Background: an optimization exercise with open tools, aiming at small area. Do not read the settings as production practice. Function was checked by simulation only, so behaviour that the tests miss may differ from the original. The clock cells of this run come from the design's own scripts or RTL, not from TritonCTS. The flow treats the clock pin as an ideal source. Dropping or thinning the clock tree relies on that and would not hold on a real chip. Power is estimated from default activity; no workload was simulated.

==> flow/config.mk <==
export PLATFORM = sky130hd
export DESIGN_NAME = report_tx
export DESIGN_NICKNAME = report_tx
export VERILOG_FILES = /design/flow/design.v
export SDC_FILE = /design/flow/constraint.sdc
export NUM_CORES = 8
export LEC_CHECK = 0
export CAP_MARGIN = 20
export CORE_MARGIN = 2
export CORE_UTILIZATION = 40
export GPL_TIMING_DRIVEN = 0
export SLEW_MARGIN = 20
==> flow/constraint.sdc <==
create_clock -name core_clock -period 10.0 [get_ports {clk}]
set_input_delay 2.0000 -clock core_clock [delete_from_list [all_inputs] [get_ports {clk}]]
set_output_delay 2.0000 -clock core_clock [all_outputs]
set_load 0.01 [all_outputs]
==> flow/design.v <==
module report_tx_logic(input rst, input [55:0] frame, input send_frame, input send_nosig, input act_q, input [5:0] b_q, input [6:0] s_q, input [9:0] p_q, output act_d, output [5:0] b_d, output [6:0] s_d, output [9:0] p_d, output tx, output frame_done, output nosig_done);
  wire new_n111, new_n112, new_n113, new_n114, new_n115, new_n116, new_n117,
    new_n118, new_n119, new_n120, new_n121, new_n122, new_n123, new_n124,
    new_n125, new_n126, new_n127, new_n128, new_n129, new_n130, new_n131,
    new_n133, new_n134, new_n135, new_n136, new_n137, new_n139, new_n140,
    new_n141, new_n142, new_n144, new_n145, new_n146, new_n147, new_n148,
    new_n149, new_n150, new_n151, new_n152, new_n153, new_n154, new_n155,
    new_n156, new_n157, new_n158, new_n159, new_n160, new_n162, new_n163,
    new_n164, new_n165, new_n167, new_n168, new_n169, new_n171, new_n172,
    new_n173, new_n174, new_n176, new_n177, new_n178, new_n180, new_n181,
    new_n182, new_n183, new_n185, new_n186, new_n187, new_n189, new_n190,
    new_n191, new_n192, new_n193, new_n194, new_n196, new_n197, new_n199,
    new_n200, new_n202, new_n203, new_n205, new_n206, new_n207, new_n208,
    new_n210, new_n212, new_n213, new_n215, new_n216, new_n217, new_n218,
    new_n219, new_n220, new_n221, new_n222, new_n223, new_n224, new_n226,
    new_n227, new_n229, new_n231, new_n232, new_n234, new_n236, new_n238,
    new_n240, new_n242, new_n244, new_n245, new_n246, new_n247, new_n248,
    new_n249, new_n250, new_n251, new_n252, new_n253, new_n254, new_n255,
    new_n256, new_n257, new_n258, new_n259, new_n260, new_n261, new_n262,
    new_n263, new_n264, new_n265, new_n266, new_n267, new_n268, new_n269,
    new_n270, new_n271, new_n272, new_n273, new_n274, new_n275, new_n276,
    new_n277, new_n278, new_n279, new_n280, new_n281, new_n282, new_n283,
    new_n284, new_n285, new_n286, new_n287, new_n288, new_n289, new_n290,
    new_n291, new_n292, new_n293, new_n294, new_n295, new_n296, new_n297,
    new_n298, new_n299, new_n300, new_n301, new_n302, new_n303, new_n304,
    new_n305, new_n306, new_n307, new_n308, new_n309, new_n310, new_n311,
    new_n312, new_n313, new_n314, new_n315, new_n316, new_n317, new_n318,
    new_n319, new_n320, new_n321, new_n322, new_n323, new_n324, new_n325,
    new_n326, new_n327, new_n328, new_n329, new_n330, new_n331, new_n332,
    new_n333, new_n334, new_n335, new_n336, new_n337, new_n338, new_n339,
    new_n340, new_n341, new_n342, new_n343, new_n344, new_n345, new_n346,
    new_n347, new_n348, new_n349, new_n350, new_n351, new_n352, new_n353,
    new_n354, new_n355, new_n356, new_n357, new_n358, new_n359, new_n360,
    new_n361, new_n362, new_n363, new_n364, new_n365, new_n366, new_n367,
    new_n368, new_n369, new_n370, new_n371, new_n372, new_n373, new_n374,
    new_n375, new_n376, new_n377, new_n378, new_n379, new_n380, new_n381,
    new_n382, new_n383, new_n384, new_n385, new_n386, new_n387, new_n388,
    new_n389, new_n390, new_n391, new_n392, new_n393, new_n394, new_n395,
    new_n396, new_n397, new_n398, new_n399, new_n400, new_n401, new_n402,
    new_n403, new_n404, new_n405, new_n406, new_n407, new_n408, new_n409,
    new_n410, new_n411, new_n412, new_n413, new_n414, new_n415, new_n416,
    new_n417, new_n418, new_n419, new_n420, new_n421, new_n422, new_n423,
    new_n424, new_n425, new_n426, new_n427, new_n428, new_n429, new_n430,
    new_n431, new_n432, new_n433, new_n434, new_n435, new_n436, new_n437,
    new_n438, new_n439, new_n440, new_n441, new_n442, new_n443, new_n444,
    new_n445, new_n446, new_n447, new_n448, new_n449, new_n450, new_n451,
    new_n452, new_n453, new_n454, new_n455, new_n456, new_n457, new_n458,
    new_n459, new_n460, new_n461, new_n462, new_n463, new_n464, new_n465,
    new_n466, new_n467, new_n468, new_n469;
  assign new_n111 = b_q[0] & b_q[5];
  assign new_n112 = ~b_q[0] & ~b_q[5];
  assign new_n113 = ~new_n111 & ~new_n112;
  assign new_n114 = b_q[1] & b_q[4];
  assign new_n115 = ~b_q[0] & b_q[3];
  assign new_n116 = ~new_n114 & ~new_n115;
  assign new_n117 = new_n113 & ~new_n116;
  assign new_n118 = b_q[1] & ~b_q[2];
  assign new_n119 = new_n117 & ~new_n118;
  assign new_n120 = ~b_q[2] & ~b_q[5];
  assign new_n121 = ~b_q[3] & b_q[4];
  assign new_n122 = new_n120 & new_n121;
  assign new_n123 = ~new_n119 & ~new_n122;
  assign new_n124 = act_q & ~new_n123;
  assign new_n125 = ~b_q[3] & new_n112;
  assign new_n126 = b_q[2] & ~b_q[4];
  assign new_n127 = ~new_n114 & ~new_n126;
  assign new_n128 = ~b_q[1] & ~b_q[2];
  assign new_n129 = ~b_q[0] & ~new_n128;
  assign new_n130 = new_n127 & new_n129;
  assign new_n131 = ~new_n125 & new_n130;
  assign nosig_done = new_n124 & new_n131;
  assign new_n133 = b_q[0] & b_q[3];
  assign new_n134 = b_q[4] & ~new_n133;
  assign new_n135 = ~new_n113 & new_n134;
  assign new_n136 = ~new_n117 & ~new_n135;
  assign new_n137 = p_q[1] & new_n136;
  assign frame_done = new_n124 & new_n137;
  assign new_n139 = ~send_frame & ~act_q;
  assign new_n140 = ~send_nosig & new_n139;
  assign new_n141 = ~rst & ~new_n140;
  assign new_n142 = ~frame_done & new_n141;
  assign act_d = ~nosig_done & new_n142;
  assign new_n144 = s_q[0] & s_q[1];
  assign new_n145 = ~p_q[4] & ~p_q[5];
  assign new_n146 = ~p_q[7] & ~p_q[8];
  assign new_n147 = new_n145 & new_n146;
  assign new_n148 = ~p_q[6] & ~p_q[9];
  assign new_n149 = ~p_q[0] & ~p_q[1];
  assign new_n150 = ~p_q[2] & ~p_q[3];
  assign new_n151 = new_n149 & new_n150;
  assign new_n152 = new_n148 & new_n151;
  assign new_n153 = new_n147 & new_n152;
  assign new_n154 = new_n144 & new_n153;
  assign new_n155 = s_q[2] & new_n154;
  assign new_n156 = s_q[3] & new_n155;
  assign new_n157 = ~s_q[6] & new_n156;
  assign new_n158 = ~b_q[0] & new_n157;
  assign new_n159 = b_q[0] & ~new_n157;
  assign new_n160 = ~new_n158 & ~new_n159;
  assign b_d[0] = act_q & ~new_n160;
  assign new_n162 = b_q[1] & ~new_n158;
  assign new_n163 = ~b_q[1] & new_n158;
  assign new_n164 = act_q & ~new_n163;
  assign new_n165 = ~new_n162 & new_n164;
  assign b_d[1] = ~new_n139 & ~new_n165;
  assign new_n167 = b_q[2] & ~new_n163;
  assign new_n168 = new_n128 & new_n158;
  assign new_n169 = ~new_n167 & ~new_n168;
  assign b_d[2] = act_q & ~new_n169;
  assign new_n171 = b_q[3] & ~new_n168;
  assign new_n172 = ~b_q[3] & new_n168;
  assign new_n173 = act_q & ~new_n172;
  assign new_n174 = ~new_n171 & new_n173;
  assign b_d[3] = ~new_n139 & ~new_n174;
  assign new_n176 = ~b_q[4] & new_n172;
  assign new_n177 = b_q[4] & ~new_n172;
  assign new_n178 = act_q & ~new_n177;
  assign b_d[4] = new_n176 | ~new_n178;
  assign new_n180 = b_q[5] & ~new_n176;
  assign new_n181 = ~b_q[5] & new_n176;
  assign new_n182 = act_q & ~new_n181;
  assign new_n183 = ~new_n180 & new_n182;
  assign b_d[5] = ~new_n139 & ~new_n183;
  assign new_n185 = ~s_q[0] & ~new_n153;
  assign new_n186 = s_q[0] & new_n153;
  assign new_n187 = act_q & ~new_n186;
  assign s_d[0] = ~new_n185 & new_n187;
  assign new_n189 = s_q[4] & new_n156;
  assign new_n190 = s_q[5] & new_n189;
  assign new_n191 = s_q[6] & new_n190;
  assign new_n192 = act_q & ~new_n191;
  assign new_n193 = ~s_q[1] & ~new_n186;
  assign new_n194 = ~new_n154 & ~new_n193;
  assign s_d[1] = ~new_n192 | new_n194;
  assign new_n196 = ~s_q[2] & ~new_n154;
  assign new_n197 = ~new_n155 & ~new_n196;
  assign s_d[2] = ~new_n192 | new_n197;
  assign new_n199 = ~s_q[3] & ~new_n155;
  assign new_n200 = act_q & ~new_n156;
  assign s_d[3] = ~new_n199 & new_n200;
  assign new_n202 = ~s_q[4] & ~new_n156;
  assign new_n203 = ~new_n189 & ~new_n202;
  assign s_d[4] = ~new_n192 | new_n203;
  assign new_n205 = act_q & ~s_q[6];
  assign new_n206 = new_n190 & new_n205;
  assign new_n207 = act_q & ~s_q[5];
  assign new_n208 = ~new_n189 & new_n207;
  assign s_d[5] = ~new_n206 & ~new_n208;
  assign new_n210 = ~s_q[6] & ~new_n190;
  assign s_d[6] = new_n192 & ~new_n210;
  assign new_n212 = p_q[6] & p_q[9];
  assign new_n213 = ~new_n148 & ~new_n212;
  assign p_d[0] = act_q & ~new_n213;
  assign new_n215 = ~s_q[6] & new_n153;
  assign new_n216 = ~new_n156 & new_n215;
  assign new_n217 = ~new_n191 & ~new_n216;
  assign new_n218 = ~p_q[0] & new_n217;
  assign new_n219 = ~s_q[0] & ~s_q[3];
  assign new_n220 = new_n216 & ~new_n219;
  assign new_n221 = ~s_q[0] & s_q[1];
  assign new_n222 = s_q[2] & new_n221;
  assign new_n223 = new_n220 & new_n222;
  assign new_n224 = act_q & ~new_n223;
  assign p_d[1] = ~new_n218 & new_n224;
  assign new_n226 = ~p_q[1] & new_n217;
  assign new_n227 = act_q & ~new_n220;
  assign p_d[2] = ~new_n226 & new_n227;
  assign new_n229 = ~p_q[2] & ~new_n223;
  assign p_d[3] = act_q & ~new_n229;
  assign new_n231 = ~p_q[3] & ~new_n220;
  assign new_n232 = ~new_n191 & new_n231;
  assign p_d[4] = act_q & ~new_n232;
  assign new_n234 = ~p_q[4] & ~new_n216;
  assign p_d[5] = act_q & ~new_n234;
  assign new_n236 = ~p_q[5] & ~new_n216;
  assign p_d[6] = act_q & ~new_n236;
  assign new_n238 = ~p_q[6] & ~new_n216;
  assign p_d[7] = act_q & ~new_n238;
  assign new_n240 = ~p_q[7] & ~new_n216;
  assign p_d[8] = act_q & ~new_n240;
  assign new_n242 = act_q & ~p_q[8];
  assign p_d[9] = new_n216 | ~new_n242;
  assign new_n244 = ~s_q[0] & ~new_n131;
  assign new_n245 = ~b_q[0] & new_n244;
  assign new_n246 = ~b_q[3] & ~b_q[4];
  assign new_n247 = ~b_q[1] & b_q[5];
  assign new_n248 = new_n246 & new_n247;
  assign new_n249 = new_n244 & ~new_n248;
  assign new_n250 = s_q[1] & ~new_n249;
  assign new_n251 = b_q[3] & new_n114;
  assign new_n252 = ~new_n122 & ~new_n251;
  assign new_n253 = ~new_n250 & new_n252;
  assign new_n254 = ~new_n245 & ~new_n253;
  assign new_n255 = ~b_q[1] & b_q[2];
  assign new_n256 = ~b_q[5] & new_n255;
  assign new_n257 = new_n111 & ~new_n255;
  assign new_n258 = ~new_n248 & new_n257;
  assign new_n259 = ~new_n256 & ~new_n258;
  assign new_n260 = ~b_q[3] & ~new_n259;
  assign new_n261 = b_q[0] & ~new_n127;
  assign new_n262 = new_n260 & new_n261;
  assign new_n263 = ~s_q[0] & ~s_q[1];
  assign new_n264 = ~b_q[0] & ~b_q[2];
  assign new_n265 = ~b_q[3] & new_n264;
  assign new_n266 = ~b_q[4] & new_n265;
  assign new_n267 = new_n263 & ~new_n266;
  assign new_n268 = new_n123 & new_n267;
  assign new_n269 = ~new_n262 & new_n268;
  assign new_n270 = b_q[2] & b_q[3];
  assign new_n271 = b_q[4] & new_n270;
  assign new_n272 = new_n114 & new_n120;
  assign new_n273 = s_q[2] & ~new_n272;
  assign new_n274 = ~new_n271 & new_n273;
  assign new_n275 = ~new_n269 & new_n274;
  assign new_n276 = ~new_n254 & new_n275;
  assign new_n277 = new_n248 & new_n265;
  assign new_n278 = new_n128 & ~new_n136;
  assign new_n279 = b_q[3] & ~b_q[5];
  assign new_n280 = b_q[4] & new_n279;
  assign new_n281 = ~new_n278 & new_n280;
  assign new_n282 = ~new_n277 & ~new_n281;
  assign new_n283 = ~new_n115 & ~new_n135;
  assign new_n284 = b_q[0] & b_q[2];
  assign new_n285 = new_n246 & ~new_n264;
  assign new_n286 = ~new_n284 & new_n285;
  assign new_n287 = ~new_n114 & new_n133;
  assign new_n288 = ~new_n120 & ~new_n255;
  assign new_n289 = new_n287 & new_n288;
  assign new_n290 = ~new_n286 & ~new_n289;
  assign new_n291 = new_n283 & new_n290;
  assign new_n292 = new_n249 & ~new_n291;
  assign new_n293 = ~b_q[1] & new_n133;
  assign new_n294 = b_q[1] & ~b_q[3];
  assign new_n295 = ~new_n126 & new_n294;
  assign new_n296 = ~new_n293 & ~new_n295;
  assign new_n297 = new_n113 & ~new_n296;
  assign new_n298 = b_q[1] & b_q[2];
  assign new_n299 = b_q[4] & ~new_n298;
  assign new_n300 = ~new_n128 & new_n133;
  assign new_n301 = ~new_n299 & new_n300;
  assign new_n302 = b_q[4] & new_n301;
  assign new_n303 = ~new_n297 & ~new_n302;
  assign new_n304 = s_q[0] & ~new_n303;
  assign new_n305 = ~s_q[1] & ~new_n278;
  assign new_n306 = ~new_n304 & new_n305;
  assign new_n307 = ~new_n292 & new_n306;
  assign new_n308 = ~new_n133 & ~new_n298;
  assign new_n309 = ~b_q[5] & ~new_n308;
  assign new_n310 = ~b_q[0] & new_n114;
  assign new_n311 = ~new_n309 & ~new_n310;
  assign new_n312 = ~new_n115 & new_n298;
  assign new_n313 = ~new_n311 & ~new_n312;
  assign new_n314 = ~new_n125 & ~new_n293;
  assign new_n315 = ~b_q[4] & ~new_n314;
  assign new_n316 = new_n113 & new_n126;
  assign new_n317 = new_n128 & new_n279;
  assign new_n318 = new_n221 & ~new_n317;
  assign new_n319 = ~new_n316 & new_n318;
  assign new_n320 = ~new_n315 & new_n319;
  assign new_n321 = ~new_n260 & new_n320;
  assign new_n322 = ~new_n265 & ~new_n301;
  assign new_n323 = b_q[5] & ~new_n322;
  assign new_n324 = new_n144 & ~new_n272;
  assign new_n325 = ~new_n323 & new_n324;
  assign new_n326 = ~new_n321 & ~new_n325;
  assign new_n327 = ~new_n313 & ~new_n326;
  assign new_n328 = ~s_q[2] & ~new_n327;
  assign new_n329 = ~new_n307 & new_n328;
  assign new_n330 = new_n282 & ~new_n329;
  assign new_n331 = ~new_n276 & new_n330;
  assign new_n332 = ~frame[14] & new_n118;
  assign new_n333 = new_n221 & ~new_n332;
  assign new_n334 = ~frame[38] & new_n298;
  assign new_n335 = ~frame[30] & new_n255;
  assign new_n336 = ~frame[54] & new_n128;
  assign new_n337 = ~new_n335 & ~new_n336;
  assign new_n338 = ~new_n334 & new_n337;
  assign new_n339 = new_n333 & new_n338;
  assign new_n340 = ~b_q[0] & ~new_n339;
  assign new_n341 = s_q[0] & ~s_q[1];
  assign new_n342 = ~frame[29] & new_n255;
  assign new_n343 = new_n341 & ~new_n342;
  assign new_n344 = ~frame[53] & new_n128;
  assign new_n345 = ~frame[13] & new_n118;
  assign new_n346 = ~frame[37] & new_n298;
  assign new_n347 = ~new_n345 & ~new_n346;
  assign new_n348 = ~new_n344 & new_n347;
  assign new_n349 = new_n343 & new_n348;
  assign new_n350 = ~frame[52] & new_n128;
  assign new_n351 = new_n263 & ~new_n350;
  assign new_n352 = ~frame[36] & new_n298;
  assign new_n353 = ~frame[28] & new_n255;
  assign new_n354 = ~frame[12] & new_n118;
  assign new_n355 = ~new_n353 & ~new_n354;
  assign new_n356 = ~new_n352 & new_n355;
  assign new_n357 = new_n351 & new_n356;
  assign new_n358 = ~frame[39] & new_n298;
  assign new_n359 = new_n144 & ~new_n358;
  assign new_n360 = ~frame[15] & new_n118;
  assign new_n361 = ~frame[55] & new_n128;
  assign new_n362 = ~frame[31] & new_n255;
  assign new_n363 = ~new_n361 & ~new_n362;
  assign new_n364 = ~new_n360 & new_n363;
  assign new_n365 = new_n359 & new_n364;
  assign new_n366 = ~new_n357 & ~new_n365;
  assign new_n367 = ~new_n349 & new_n366;
  assign new_n368 = new_n340 & new_n367;
  assign new_n369 = ~frame[45] & new_n298;
  assign new_n370 = ~frame[5] & new_n128;
  assign new_n371 = ~frame[21] & new_n118;
  assign new_n372 = ~new_n370 & ~new_n371;
  assign new_n373 = ~new_n369 & new_n372;
  assign new_n374 = new_n341 & ~new_n373;
  assign new_n375 = frame[20] & new_n118;
  assign new_n376 = new_n263 & ~new_n375;
  assign new_n377 = frame[4] & new_n128;
  assign new_n378 = frame[44] & new_n298;
  assign new_n379 = ~new_n377 & ~new_n378;
  assign new_n380 = new_n376 & new_n379;
  assign new_n381 = frame[7] & new_n128;
  assign new_n382 = new_n144 & ~new_n381;
  assign new_n383 = frame[47] & new_n298;
  assign new_n384 = frame[23] & new_n118;
  assign new_n385 = ~new_n383 & ~new_n384;
  assign new_n386 = new_n382 & new_n385;
  assign new_n387 = frame[6] & new_n128;
  assign new_n388 = new_n221 & ~new_n387;
  assign new_n389 = frame[22] & new_n118;
  assign new_n390 = frame[46] & new_n298;
  assign new_n391 = ~new_n389 & ~new_n390;
  assign new_n392 = new_n388 & new_n391;
  assign new_n393 = ~new_n386 & ~new_n392;
  assign new_n394 = ~new_n380 & new_n393;
  assign new_n395 = ~new_n374 & new_n394;
  assign new_n396 = b_q[0] & ~new_n395;
  assign new_n397 = s_q[2] & ~new_n396;
  assign new_n398 = ~new_n368 & new_n397;
  assign new_n399 = frame[35] & new_n298;
  assign new_n400 = new_n144 & ~new_n399;
  assign new_n401 = frame[27] & new_n255;
  assign new_n402 = frame[11] & new_n118;
  assign new_n403 = frame[51] & new_n128;
  assign new_n404 = ~new_n402 & ~new_n403;
  assign new_n405 = ~new_n401 & new_n404;
  assign new_n406 = new_n400 & new_n405;
  assign new_n407 = ~b_q[0] & ~new_n406;
  assign new_n408 = frame[48] & new_n128;
  assign new_n409 = new_n263 & ~new_n408;
  assign new_n410 = frame[8] & new_n118;
  assign new_n411 = frame[24] & new_n255;
  assign new_n412 = frame[32] & new_n298;
  assign new_n413 = ~new_n411 & ~new_n412;
  assign new_n414 = ~new_n410 & new_n413;
  assign new_n415 = new_n409 & new_n414;
  assign new_n416 = frame[50] & new_n128;
  assign new_n417 = new_n221 & ~new_n416;
  assign new_n418 = frame[10] & new_n118;
  assign new_n419 = frame[34] & new_n298;
  assign new_n420 = frame[26] & new_n255;
  assign new_n421 = ~new_n419 & ~new_n420;
  assign new_n422 = ~new_n418 & new_n421;
  assign new_n423 = new_n417 & new_n422;
  assign new_n424 = frame[49] & new_n128;
  assign new_n425 = new_n341 & ~new_n424;
  assign new_n426 = frame[25] & new_n255;
  assign new_n427 = frame[33] & new_n298;
  assign new_n428 = frame[9] & new_n118;
  assign new_n429 = ~new_n427 & ~new_n428;
  assign new_n430 = ~new_n426 & new_n429;
  assign new_n431 = new_n425 & new_n430;
  assign new_n432 = ~new_n423 & ~new_n431;
  assign new_n433 = ~new_n415 & new_n432;
  assign new_n434 = new_n407 & new_n433;
  assign new_n435 = ~frame[42] & new_n298;
  assign new_n436 = ~frame[2] & new_n128;
  assign new_n437 = ~frame[18] & new_n118;
  assign new_n438 = ~new_n436 & ~new_n437;
  assign new_n439 = ~new_n435 & new_n438;
  assign new_n440 = new_n221 & ~new_n439;
  assign new_n441 = frame[40] & new_n298;
  assign new_n442 = new_n263 & ~new_n441;
  assign new_n443 = frame[16] & new_n118;
  assign new_n444 = frame[0] & new_n128;
  assign new_n445 = ~new_n443 & ~new_n444;
  assign new_n446 = new_n442 & new_n445;
  assign new_n447 = b_q[0] & ~new_n446;
  assign new_n448 = ~new_n440 & new_n447;
  assign new_n449 = ~frame[17] & new_n118;
  assign new_n450 = ~frame[1] & new_n128;
  assign new_n451 = ~frame[41] & new_n298;
  assign new_n452 = ~new_n450 & ~new_n451;
  assign new_n453 = ~new_n449 & new_n452;
  assign new_n454 = new_n341 & ~new_n453;
  assign new_n455 = ~frame[43] & new_n298;
  assign new_n456 = ~frame[3] & new_n128;
  assign new_n457 = ~frame[19] & new_n118;
  assign new_n458 = ~new_n456 & ~new_n457;
  assign new_n459 = ~new_n455 & new_n458;
  assign new_n460 = new_n144 & ~new_n459;
  assign new_n461 = ~new_n454 & ~new_n460;
  assign new_n462 = new_n448 & new_n461;
  assign new_n463 = ~new_n434 & ~new_n462;
  assign new_n464 = ~s_q[2] & ~new_n463;
  assign new_n465 = ~new_n282 & ~new_n464;
  assign new_n466 = ~new_n398 & new_n465;
  assign new_n467 = s_q[3] & ~new_n466;
  assign new_n468 = ~new_n331 & new_n467;
  assign new_n469 = new_n205 & ~new_n219;
  assign tx = new_n468 | ~new_n469;
endmodule
module report_tx(
	input clk,
	input rst,
	input [55:0] frame,
	input send_frame,
	input send_nosig,
	output tx,
	output frame_done,
	output nosig_done
    );
	reg act_q;
	reg [5:0] b_q;
	reg [6:0] s_q;
	reg [9:0] p_q;
	wire act_d;
	wire [5:0] b_d;
	wire [6:0] s_d;
	wire [9:0] p_d;
	report_tx_logic L(.rst(rst), .frame(frame), .send_frame(send_frame),
		.send_nosig(send_nosig), .act_q(act_q), .b_q(b_q), .s_q(s_q), .p_q(p_q),
		.act_d(act_d), .b_d(b_d), .s_d(s_d), .p_d(p_d),
		.tx(tx), .frame_done(frame_done), .nosig_done(nosig_done));
	always @(posedge clk) begin
		act_q <= act_d;
		b_q <= b_d;
		s_q <= s_d;
		p_q <= p_d;
	end
endmodule
==> flow/flow/run.sh <==
#!/bin/bash
# Layout flow: the standard flow (standard.sh) with these changes:
#  - synthesis is run once per ABC mapping script in flow/abc_*.script
#    (area-oriented scripts; adders are left to ABC: no ADDER_MAP_FILE),
#    each with and without yosys's own "abc -fast" step inside synth
#    (SYNTH_ARGS=-noabc), and the run with the smallest cell area is kept.  Only the mapping of
#    the combinational logic differs between runs; the registers are the
#    standard synthesis's.
#  - port buffers are the smallest buffer cell (buf_1)
#  - the clock tree is a single buffer (buf_12) (flow/my_clkbuf.tcl) placed
#    at the centre of the registers, in place of clock_tree_synthesis; the
#    clock port drives only this buffer, and every register gets the clock
#    from it
# Each run's full output goes to a log file in this folder.
set -euo pipefail
W=$PWD
# keep every temporary file of the tools inside this folder, and no core dumps
mkdir -p "$W/tmp" "$W/home"
export TMPDIR="$W/tmp" HOME="$W/home"
ulimit -c 0
rm -rf "$W/scripts"
cp -r "$FLOW_HOME/scripts" "$W/scripts"
cp "$W/flow/my_clkbuf.tcl" "$W/scripts/my_clkbuf.tcl"
grep -q '^log_cmd clock_tree_synthesis {\*}$cts_args$' "$W/scripts/cts.tcl"
sed -i 's|^log_cmd clock_tree_synthesis {\*}$cts_args$|source $::env(SCRIPTS_DIR)/my_clkbuf.tcl\nbench_single_clock_buffer sky130_fd_sc_hd__buf_12|' "$W/scripts/cts.tcl"
grep -q '^my_single_clock_buffer' "$W/scripts/cts.tcl"
best=""
bestarea=""
bestsc=""
bestextra=()
for sc in "$W"/flow/abc_*.script; do
  for mode in std noabc; do
    n=$(basename "$sc" .script)_$mode
    extra=()
    [[ $mode == noabc ]] && extra=(SYNTH_ARGS=-noabc)
    cp "$sc" "$W/scripts/abc_speed.script"
    cp "$sc" "$W/scripts/abc_area.script"
    rm -rf "$W/orfs"
    if bash standard.sh synth SCRIPTS_DIR="$W/scripts" ADDER_MAP_FILE= "${extra[@]}" > "$W/synth_$n.log" 2>&1; then
      a=$(grep -h "Chip area for module" "$W"/orfs/reports/*/*/*/synth_stat.txt | awk '{print $NF}')
      echo "$n $a" >> "$W/synth_areas.log"
      if [[ -z "$best" ]] || awk -v a="$a" -v b="$bestarea" 'BEGIN{exit !(a<b)}'; then
        best=$n; bestarea=$a; bestsc=$sc; bestextra=("${extra[@]}")
      fi
      rm -rf "$W/orfs_$n"; mv "$W/orfs" "$W/orfs_$n"
    fi
  done
done
echo "best $best $bestarea" >> "$W/synth_areas.log"
rm -rf "$W/orfs"
mv "$W/orfs_$best" "$W/orfs"
cp "$bestsc" "$W/scripts/abc_speed.script"
cp "$bestsc" "$W/scripts/abc_area.script"
for d in "$W"/orfs_abc_*; do rm -rf "$d"; done
rm -rf "$W/tmp"/* 
bash standard.sh finish SCRIPTS_DIR="$W/scripts" ADDER_MAP_FILE= "${bestextra[@]}" \
  BUFFER_PORTS_ARGS="-buffer_cell sky130_fd_sc_hd__buf_1" > "$W/layout.log" 2>&1
==> flow/flow/abc_1.script <==
strash
dch -f
map -a
topo
==> flow/flow/abc_10.script <==
strash
&get -n
&dch -f
&nf -a -R 1000 -p -C 32
&put
mfs3 -ae
topo
==> flow/flow/abc_12.script <==
strash
&get -n
&nf -a -R 1000 -p -C 32
&put
mfs3 -ae -R 4
topo
==> flow/flow/abc_13.script <==
strash
&get -n
&nf -a -R 1000 -p -C 32 -F 8 -A 8
&put
mfs3 -ae -R 4
topo
==> flow/flow/abc_14.script <==
strash
balance
&get -n
&nf -a -R 1000 -p -C 32
&put
mfs3 -ae -R 4
topo
==> flow/flow/abc_15.script <==
strash
&get -n
&nf -a -R 1000 -p -C 32
&put
topo
==> flow/flow/abc_16.script <==
strash
balance
&get -n
&nf -a -R 1000 -p -C 32
&put
mfs3 -ae -R 4
strash
&get -n
&nf -a -R 1000 -p -C 32
&put
mfs3 -ae -R 4
topo
==> flow/flow/abc_17.script <==
strash
balance
&get -n
&nf -a -R 1000 -p -C 32
&put
mfs3 -ae -R 4
strash
&get -n
&nf -a -R 1000 -p -C 32
&put
mfs3 -ae -R 4
strash
&get -n
&nf -a -R 1000 -p -C 32
&put
mfs3 -ae -R 4
topo
==> flow/flow/abc_18.script <==
strash
balance
&get -n
&nf -a -R 1000 -p -C 32
&put
mfs3 -ae -R 4
strash
&get -n
&nf -a -R 1000 -p -C 32
&put
mfs3 -ae -R 4
strash
&get -n
&nf -a -R 1000 -p -C 32
&put
mfs3 -ae -R 4
strash
&get -n
&nf -a -R 1000 -p -C 32
&put
mfs3 -ae -R 4
topo
==> flow/flow/abc_19.script <==
strash
balance
&get -n
&nf -a -R 1000 -p -C 32
&put
mfs3 -ae -R 4
strash
&get -n
&nf -a -R 1000 -p -C 32
&put
mfs3 -ae -R 4
strash
&get -n
&nf -a -R 1000 -p -C 32
&put
mfs3 -ae -R 4
strash
&get -n
&nf -a -R 1000 -p -C 32
&put
mfs3 -ae -R 4
strash
&get -n
&nf -a -R 1000 -p -C 32
&put
mfs3 -ae -R 4
topo
==> flow/flow/abc_2.script <==
strash
&get -n
&dch -f
&nf -a -R 1000 -p -C 32
&put
topo
==> flow/flow/abc_20.script <==
strash
balance
&get -n
&nf -a -R 1000 -p -C 32
&put
mfs3 -ae -R 4
strash
&get -n
&nf -a -R 1000 -p -C 32
&put
mfs3 -ae -R 4
strash
&get -n
&nf -a -R 1000 -p -C 32
&put
mfs3 -ae -R 4
strash
&get -n
&nf -a -R 1000 -p -C 32
&put
mfs3 -ae -R 4
strash
&get -n
&nf -a -R 1000 -p -C 32
&put
mfs3 -ae -R 4
strash
&get -n
&nf -a -R 1000 -p -C 32
&put
mfs3 -ae -R 4
topo
==> flow/flow/abc_21.script <==
strash
&get -n
&nf -a -R 1000 -p -C 32
&put
mfs3 -ae -R 4
strash
&get -n
&nf -a -R 1000 -p -C 32
&put
mfs3 -ae -R 4
strash
&get -n
&nf -a -R 1000 -p -C 32
&put
mfs3 -ae -R 4
topo
==> flow/flow/abc_22.script <==
strash
&get -n
&nf -a -R 1000 -p -C 32
&put
mfs3 -ae -R 4
strash
&get -n
&nf -a -R 1000 -p -C 32
&put
mfs3 -ae -R 4
strash
&get -n
&nf -a -R 1000 -p -C 32
&put
mfs3 -ae -R 4
strash
&get -n
&nf -a -R 1000 -p -C 32
&put
mfs3 -ae -R 4
strash
&get -n
&nf -a -R 1000 -p -C 32
&put
mfs3 -ae -R 4
topo
==> flow/flow/abc_23.script <==
strash
balance
&get -n
&nf -a -R 1000 -p -C 32
&put
mfs3 -ae -R 4
strash
&get -n
&nf -a -R 1000 -p -C 32
&put
mfs3 -ae -R 4
strash
&get -n
&nf -a -R 1000 -p -C 32
&put
mfs3 -ae -R 4
strash
&get -n
&nf -a -R 1000 -p -C 32
&put
mfs3 -ae -R 4
strash
&get -n
&nf -a -R 1000 -p -C 32
&put
mfs3 -ae -R 4
strash
&get -n
&nf -a -R 1000 -p -C 32
&put
mfs3 -ae -R 4
strash
&get -n
&nf -a -R 1000 -p -C 32
&put
mfs3 -ae -R 4
topo
==> flow/flow/abc_24.script <==
strash
balance
&get -n
&nf -a -R 1000 -p -C 32
&put
mfs3 -ae -R 4
strash
&get -n
&nf -a -R 1000 -p -C 32
&put
mfs3 -ae -R 4
strash
&get -n
&nf -a -R 1000 -p -C 32
&put
mfs3 -ae -R 4
strash
&get -n
&nf -a -R 1000 -p -C 32
&put
mfs3 -ae -R 4
strash
&get -n
&nf -a -R 1000 -p -C 32
&put
mfs3 -ae -R 4
strash
&get -n
&nf -a -R 1000 -p -C 32
&put
mfs3 -ae -R 4
strash
&get -n
&nf -a -R 1000 -p -C 32
&put
mfs3 -ae -R 4
strash
&get -n
&nf -a -R 1000 -p -C 32
&put
mfs3 -ae -R 4
topo
==> flow/flow/abc_25.script <==
strash
balance
&get -n
&nf -a -R 1000 -p -C 32
&put
mfs3 -ae -R 4
strash
&get -n
&dch -f
&nf -a -R 1000 -p -C 32
&put
mfs3 -ae -R 4
strash
&get -n
&nf -a -R 1000 -p -C 32
&put
mfs3 -ae -R 4
strash
&get -n
&dch -f
&nf -a -R 1000 -p -C 32
&put
mfs3 -ae -R 4
strash
&get -n
&nf -a -R 1000 -p -C 32
&put
mfs3 -ae -R 4
strash
&get -n
&dch -f
&nf -a -R 1000 -p -C 32
&put
mfs3 -ae -R 4
topo
==> flow/flow/abc_26.script <==
strash
balance
&get -n
&nf -a -R 1000 -p -C 32
&put
mfs3 -ae -R 4
strash
&get -n
&nf -a -R 1000 -p -C 32
&put
mfs3 -ae -R 4
strash
&get -n
&dch -f
&nf -a -R 1000 -p -C 32
&put
mfs3 -ae -R 4
strash
&get -n
&nf -a -R 1000 -p -C 32
&put
mfs3 -ae -R 4
strash
&get -n
&dch -f
&nf -a -R 1000 -p -C 32
&put
mfs3 -ae -R 4
strash
&get -n
&nf -a -R 1000 -p -C 32
&put
mfs3 -ae -R 4
topo
==> flow/flow/abc_3.script <==
strash
dc2
&get -n
&dch -f
&nf -a -R 1000 -p
&put
topo
==> flow/flow/abc_4.script <==
strash
balance -l
resub -K 6 -l
rewrite -l
resub -K 6 -N 2 -l
refactor -l
resub -K 8 -l
balance -l
resub -K 8 -N 2 -l
rewrite -l
resub -K 10 -l
rewrite -z -l
resub -K 10 -N 2 -l
balance -l
resub -K 12 -l
refactor -z -l
resub -K 12 -N 2 -l
rewrite -z -l
balance -l
dch -f
map -a
topo
==> flow/flow/abc_5.script <==
strash
balance -l
resub -K 6 -l
rewrite -l
resub -K 6 -N 2 -l
refactor -l
resub -K 8 -l
balance -l
resub -K 8 -N 2 -l
rewrite -l
resub -K 10 -l
rewrite -z -l
resub -K 10 -N 2 -l
balance -l
resub -K 12 -l
refactor -z -l
resub -K 12 -N 2 -l
rewrite -z -l
balance -l
balance -l
resub -K 6 -l
rewrite -l
resub -K 6 -N 2 -l
refactor -l
resub -K 8 -l
balance -l
resub -K 8 -N 2 -l
rewrite -l
resub -K 10 -l
rewrite -z -l
resub -K 10 -N 2 -l
balance -l
resub -K 12 -l
refactor -z -l
resub -K 12 -N 2 -l
rewrite -z -l
balance -l
dch -f
map -a
topo
==> flow/flow/abc_6.script <==
strash
dch -f
amap -m
topo
==> flow/flow/abc_7.script <==
strash
&get -n
&dch -f
&nf -a -R 1000 -p -C 32
&put
mfs3 -ae -R 4
topo
==> flow/flow/abc_8.script <==
strash
dc2
&get -n
&dch -f
&nf -a -R 1000 -p
&put
mfs3 -ae -R 4
topo
==> flow/flow/abc_9.script <==
strash
&get -n
&dch -f
&nf -a -R 1000 -p -C 32
&put
mfs3 -ae -R 4 -K 8 -H 6
topo
==> flow/flow/my_clkbuf.tcl <==
# Single clock buffer instead of a clock tree: the design has few registers,
# so one buffer drives all of them (the clock port drives only this buffer).
proc my_single_clock_buffer { cell } {
  set block [ord::get_db_block]
  set net [$block findNet clk]
  set sx 0; set sy 0; set n 0
  foreach iterm [$net getITerms] {
    set loc [[$iterm getInst] getLocation]
    set sx [expr {$sx + [lindex $loc 0]}]
    set sy [expr {$sy + [lindex $loc 1]}]
    incr n
  }
  set dbu [$block getDbUnitsPerMicron]
  set x [expr {double($sx) / $n / $dbu}]
  set y [expr {double($sy) / $n / $dbu}]
  set r [insert_buffer -buffer_cell $cell -net clk -location [list $x $y] \
    -buffer_name clkbuf_root -net_name clk_root]
  set buf [sta::sta_to_db_inst $r]
  if { $buf == "NULL" } { error "clock buffer not inserted" }
  [[$buf findITerm X] getNet] setSigType CLOCK
  $net setSigType CLOCK
}
==> flow/standard.sh <==
#!/bin/bash
# synth_recipe.tcl (not shown) runs the flow's synth.tcl, then flattens the netlist and writes it again
# the make line also repeats each setting of config.mk as NAME=value (left out here)
make -C /OpenROAD-flow-scripts/flow DESIGN_CONFIG=/design/flow/config.mk WORK_HOME=/design/flow/orfs CLKGATE_MAP_FILE= SYNTH_SCRIPT=/design/flow/synth_recipe.tcl "${@:-finish}"
==> summary.txt <==
flip-flops by register name, indices dropped and copies added (netlist names):
register,cells
s_q,7
b_q,6
act_q,1
p_q,10
final timing paths:
| path | to | slack [ps] | cells after the start |
|---|---|---|---|
| max | tx | 4550 | 10 |
| min | p_q[9] | 470 | 2 |
| max reg2reg | b_q[5] | 7280 | 10 |
| min reg2reg | p_q[9] | 470 | 2 |
Yosys cell counts, drive strengths merged (5+ instances only):
| master | count | area share |
|---|---|---|
| o21a | 5 | 0.025 |
| nor3 | 9 | 0.030 |
| nand2 | 23 | 0.057 |
| o22ai | 10 | 0.041 |
| dfxtp | 24 | 0.32 |
| o221ai | 6 | 0.034 |
| clkinv | 7 | 0.017 |
| nand3 | 7 | 0.023 |
| a222oi | 8 | 0.053 |
| nor2 | 20 | 0.049 |
| a21oi | 15 | 0.049 |
| a31oi | 11 | 0.045 |
| o21ai | 16 | 0.053 |
worst register-to-register path, delay by kind of cell (launching register included):
kind / cells / cell delay [ps]
and+or+nand+nor: 8 / 2030
AOI/OAI and AO/OA: 1 / 80
xor gates and xnor gates: 1 / 150
DFF: 1 / 340
logic make-up after synthesis:
kind of cell    count (synthesis)  share of synthesized area
compound gates                 91                     0.4036
xor+xnor                        4                    0.02297
buf+inv                         7                    0.01723
flops                          24                     0.3150
simple gates                   79                     0.2412
cell usage in the layout (no fill, tap or decap), drive strengths merged, types with 7 or more instances in the layout:
cell type	count
a222oi	8
nand3	7
nor2	20
nor3	9
buf	63
clkinv	7
nand2	23
a31oi	11
o22ai	10
dfxtp	24
o21ai	16
a21oi	15
stage by stage:
step,total power [W],std cells,instance area (µm²),setup WS [ps]
2_1_floorplan,0.0002366,205,1525,4932
3_3_place_gp,0.0002780,315,1818,4556
3_5_place_dp,0.0002776,315,1818,4544
4_1_cts,0.0003096,316,1838,4543
5_1_grt,0.0003423,316,1838,4440
6_report,0.0003161,316,1838,4554
routing by layer:
metal  track usage  vias up  routed length (µm)
li1              -      947                   -
met1        0.2695      836                2073
met2        0.3864      104                2271
met3       0.01199        6                 403
met4       0.03125        0                  33
met5             0        -                   0
area by class of cell, clock buffers not listed:
type,count,area [µm²],share of cell area
inverter,7,26.28,0.01430
multi-input combinational,174,1018,0.5541
sequential,24,480.5,0.2614
tap,48,60.06,0.03268
timing repair buffer,62,232.7,0.1266
report_power, final:
part	leakage (nW)	switching [W]	internal, W	total, W
sequential	0.196	0.0000249	0.000118	0.000143
clock	0.00940	0.0000231	0.0000163	0.0000394
combinational	0.398	0.0000765	0.0000572	0.000134
==> summary.txt <==
pin count of the biggest net entering global routing 26; Reg-to-Reg Start p_q[1]; first-pass GRT wire length 7.369 mm; Post-synth ARST share 0; critical-path cell list buf_1 -> a222oi_1 -> nand2_1 -> a21oi_1 -> a31oi_1 -> a31oi_1 -> o21ai_0 -> o221ai_1 -> o211ai_1 -> buf_1; violation count after the first detailed-route iteration 124; number of synthesized flops with an enable pin 0; initial antenna violation count 0; DR vias/cell 5.991; DRT antenna net count 0; Final Critical Period 5446 ps; Reg clk slew, reported paths 90 ps; final core utilization 0.5021; slowest CP cell a222oi_1; leakage dissipation 0.6038 nW; Worst EP arrival 3450 ps; RSZ-0062 raised after global routing false; Critical Path RT 8000 ps; # setup viols final 0; headroom to the max-slew limit 0.3795; FP Rows 22; Core Box Area 3661 µm²; # diodes 0; synthesized area 1525 µm²; outcome timing/DRC/antenna clean; Initial Utilization 0.4166; fillcell total 403; Buf/Inv on CP 2; CTS Hold Bufs 0; total die area 4323 µm²; maximum clock rate 183.6 MHz; Synth Instances 205; Post-CTS Resized 0; Least-Margin Pin Slew 927.3 ps; Ports 63; HP Start p_q[8]; CP startpoint kind input port; Final Hold Fails 0; Final Max Tran Viols 0; fin nets 330; worst hold slack 470.2 ps; Area Growth Syn to Fin 20.51%; CP Max Fanout 1; Synth Flop Type dfxtp_1; GP Congestion 0.8992; syn_area_per_cell 7.440 µm²; Crit. Startpoint frame[33]; Synth Warn # 1; Critical Path End Type primary output; detailed-route via count 1,893; die width 65.75 µm; Remaining DRCs 0; share of layout cells above drive strength 1 0.003731; total negative slack 0 ps; final wirelength 4.781 mm; Detail Placement HPWL 3.496 mm; flops & latches, synth 24; Post-Synthesis Net Count 265; Die Span Y 65.75 µm; number of global-route vias before repair 1,648; kind of critical path input port to primary output; Pwr Density 172.0 nW/µm²; clk latency of the worst-skew pair 130 ps; Overflow after GRT 0; sequential fraction of the synthesis area 0.3150; Max VDD drop 0.1953 mV; post-CTS setup buffer count 0; maxcap violations 0; Clock Skews 2.462 ps; # port buffers 62; family with the most delay on the worst path compound AO/OA/AOI/OAI gates; GRT Resource Usage Total 0.2088; fin crit share 0.5446; HP Class register to register; Worst path max stage delay 300 ps; drt pass-1 iters 5; DR WL/cell 15.13 µm; Netlist cell types 36

==> separate check: timing with driven ports <==
No port has a modelled driver above. Below, the same layout with a new extraction and two added sets of constraints.
Step 1, drivers: a clkbuf_16 drives clk and a buf_2 each remaining input, both assumed.
Step 2 moves the port delays by t, midway between the first and last clock arrival at a register: inputs arrive t later, outputs are due t later. That takes back most of the time a late clock gives input paths.
a / b / c = ideal ports / drivers / drivers and shift; a / b = the first two.
t (ns): 0.154
setup WS [ns]: 4.554 / 4.534 / 4.534
hold WS [ns]: 0.470 / 0.470 / 0.470
worst register clock-pin slew, ns: 0.09 / 0.09
cell pins on the clock port's net: 1
After both steps this run still meets setup and hold. The setup slack of this run moves by -0.020 ns with the drivers and by -0.020 ns with both steps.
